What follows belongs to an exercise in optimizing a design on an open flow for small area and a short achievable clock period; a production flow would make more cautious choices. Only simulation tests tie the RTL to the original design; equivalence was not proved. No activity file was given, so power comes from the tool's default toggle rates.

==> inputs of 02-11 <==
// multiplier
module multiplier (a, b, prod, qnan, infinity, zero, normal, clk);
Settings: LEC_CHECK=0, CAP_MARGIN=20, CORE_MARGIN=2, CORE_UTILIZATION=75, CTS_BUF_LIST=sky130_fd_sc_hd__clkbuf_8, PLACE_DENSITY=0.9, SLEW_MARGIN=20, SYNTH_HIERARCHICAL=1; clock period 12.0 ns.
standard.sh (not shown) runs the stock make flow with config.mk's settings and CLKGATE_MAP_FILE= SYNTH_SCRIPT=/design/flow/synth_recipe.tcl, a recipe that flattens the netlist after the stock synthesis.
==> flow/flow/run.sh <==
#!/bin/bash
set -euo pipefail
cp standard.sh standard_copy.sh
sed 's|^make -C|make SETUP_SLACK_MARGIN=8 -C|' standard.sh > tight.sh
grep -q "SETUP_SLACK_MARGIN=8" tight.sh
bash tight.sh > make_flow.log 2>&1
==> 04-09 (differences from 02-11) <==
==> flow/run.sh (new file) <==
#!/bin/bash
# synth_recipe.tcl (not shown) runs the flow's synth.tcl, then flattens the netlist and writes it again
# the make line also repeats each setting of config.mk as NAME=value (left out here)
make -C /OpenROAD-flow-scripts/flow DESIGN_CONFIG=/design/flow/config.mk WORK_HOME=/design/flow/orfs CLKGATE_MAP_FILE= SYNTH_SCRIPT=/design/flow/synth_recipe.tcl finish
removed: flow/flow/run.sh
removed: flow/standard.sh
==> 03-21 (differences from 02-11) <==
--- a/flow/design.v
+++ b/flow/design.v
@@ -343,87 +343,45 @@
 assign ncy[20] = G4_19;
 assign ncy[21] = G4_20;
 assign ncy[22] = G4_21;
 wire [21:0] raw = ~(cp ^ ncy[21:0]);
 reg [11:0] r2;
 reg hin2, sgn2, q2, z2, f02, f12;
-reg [4:0] pe2;
+reg [4:0] e02, e12;
 always @(posedge clk) begin
   r2 <= raw[21:10];
   hin2 <= ~raw[21];
   sgn2 <= sgn1;
   q2 <= c_qnan;
   z2 <= c_zero;
   f02 <= c_f0;
   f12 <= c_f1;
-  pe2 <= c_pe0;
+  e02 <= c_f0 ? c_pe0 : {5{~c_zero}};
+  e12 <= c_f1 ? c_pe1 : {5{~c_zero}};
 end
-wire [4:0] pe2i = pe2 + 5'd1;
-wire [4:0] e0 = f02 ? pe2 : {5{~z2}};
-wire [4:0] e1 = f12 ? pe2i : {5{~z2}};
 wire hi = r2[11];
 wire lo = hin2;
 wire fin = (hi & f12) | (lo & f02);
 assign qnan = q2;
 assign zero = z2;
 assign normal = fin;
 assign infinity = ~(q2 | z2 | fin);
 assign prod[15] = sgn2;
-assign prod[14:10] = ({5{hi}} & e1) | ({5{lo}} & e0);
+assign prod[14:10] = ({5{hi}} & e12) | ({5{lo}} & e02);
 assign prod[9:0] = ({10{hi & f12}} & r2[10:1]) | ({10{lo & f02}} & r2[9:0]) | {q2, 3'b000, q2, 1'b0, q2, 1'b0, q2, 1'b0};
 endmodule
 module nhs (a, b, y);
 input a, b;
 output y;
 assign y = ~(a ^ b);
 endmodule
 module nhc (a, b, y);
 input a, b;
 output y;
 assign y = a | b;
 endmodule
-module g_xor2 (a, b, y);
-input a, b;
-output y;
-assign y = a ^ b;
-endmodule
-module g_xnor2 (a, b, y);
-input a, b;
-output y;
-assign y = ~(a ^ b);
-endmodule
-module g_nor2 (a, b, y);
-input a, b;
-output y;
-assign y = ~(a | b);
-endmodule
-module g_nand2 (a, b, y);
-input a, b;
-output y;
-assign y = ~(a & b);
-endmodule
-module g_inv (a, y);
-input a;
-output y;
-assign y = ~a;
-endmodule
-module g_a21oi (a, b, c, y);
-input a, b, c;
-output y;
-assign y = ~((a & b) | c);
-endmodule
-module g_o21ai (a, b, c, y);
-input a, b, c;
-output y;
-assign y = ~((a | b) & c);
-endmodule
-module xr2 (a, b, y);
-input a, b;
-output y;
-assign y = a ^ b;
-endmodule
 module ha (a, b, sum, cout);
 input a, b;
 output sum, cout;
 assign sum = a ^ b;
 assign cout = a & b;
 endmodule
==> flow/run.sh (new file) <==
#!/bin/bash
# synth_recipe.tcl (not shown) runs the flow's synth.tcl, then flattens the netlist and writes it again
# the make line also repeats each setting of config.mk as NAME=value (left out here)
make -C /OpenROAD-flow-scripts/flow DESIGN_CONFIG=/design/flow/config.mk WORK_HOME=/design/flow/orfs CLKGATE_MAP_FILE= SYNTH_SCRIPT=/design/flow/synth_recipe.tcl finish
ABC_AREA = 1   (was unset)
CORE_UTILIZATION = 65   (was 75)
PLACE_DENSITY = 0.8   (was 0.9)
removed: flow/flow/run.sh
removed: flow/standard.sh
==> comparison table <==
metric                                                                                      03-21           02-11                             04-09
Result of the run                                                no timing/DRC/antenna violations  did not finish  no timing/DRC/antenna violations
Stage where the flow stopped                                                                    -         5_1_grt                                 -
Sequential area share after synthesis                                                       22.2%           23.5%                             23.5%
Uppermost metal layer occupied by signal nets                                                met4               -                              met4
Cell with the largest stage delay on the worst path              sky130_fd_sc_hd__clkdlybuf4s50_1               -  sky130_fd_sc_hd__clkdlybuf4s50_1
Worst Setup Path Type                                                  register to primary output               -        register to primary output
Multi-input gate share of total cell area                                                   60.7%               -                             64.4%
Depth of the most critical reg-to-reg path                                                     15               -                                11
WP depth                                                                                        4               -                                 5
Setup bufs post-CTS                                                                             0              23                                 0
Power, Total                                                                              1640 uW               -                           1550 uW
Maximum frequency from static timing analysis                                           0.234 GHz               -                         0.217 GHz
Synthesized net count                                                                         903             669                               669
Ratio of cells with drive above 1 in the final layout                                       8.28%               -                             4.71%
Antenna-violating nets left                                                                     0               -                                 0
Count of plain and timing-repair buffers                                                       52               -                                52
Clock buf/inv share                                                                         2.98%               -                             3.00%
Number of instances resized during post-cts repair                                              0              80                                 0
FF-to-FF End                                                                        r2[6]$_DFF_P_               -                    r2[11]$_DFF_P_
Multi-input combinational gate total                                                          576               -                               443
Drt total wl                                                                       14,600 microns               -                    14,200 microns
Highest cell delay on the worst timing path                                               0.53 ns               -                           0.47 ns
Number of distinct library cells after synthesis                                               40              56                                56
Synthesized-area fraction occupied by ao, oa, aoi and oai cells                             12.6%           21.0%                             21.0%

## re-timing with driven ports
In the flow no input, the clock included, has a driving cell. The finished layouts below were timed again as built, in two steps.
Step 1 (the two cells are an assumption about what drives the block):
set clk [get_ports {clk}]
set_driving_cell -lib_cell sky130_fd_sc_hd__clkbuf_16 $clk
set_driving_cell -lib_cell sky130_fd_sc_hd__buf_2 [delete_from_list [all_inputs] $clk]
Step 2 also shifts input and output timing later by t, the mid clock arrival at the registers, as if the neighbouring blocks saw the same clock.
a / b / c = ideal ports / drivers / drivers and shift; a / b = the first two.
| run | t, ns | setup WS [ns] | worst hold slack (ns) | worst register clock-pin slew, ns | pins driven straight from the clock port |
|---|---|---|---|---|---|
| 04-09 | 0.384 | 7.389 / 7.359 / 7.417 | 0.348 / 0.348 / 0.348 | 0.08 / 0.08 | 1 |
| 03-21 | 0.385 | 7.735 / 7.704 / 7.982 | 0.335 / 0.335 / 0.335 | 0.10 / 0.10 | 1 |
After both steps setup and hold are still met in every run listed.
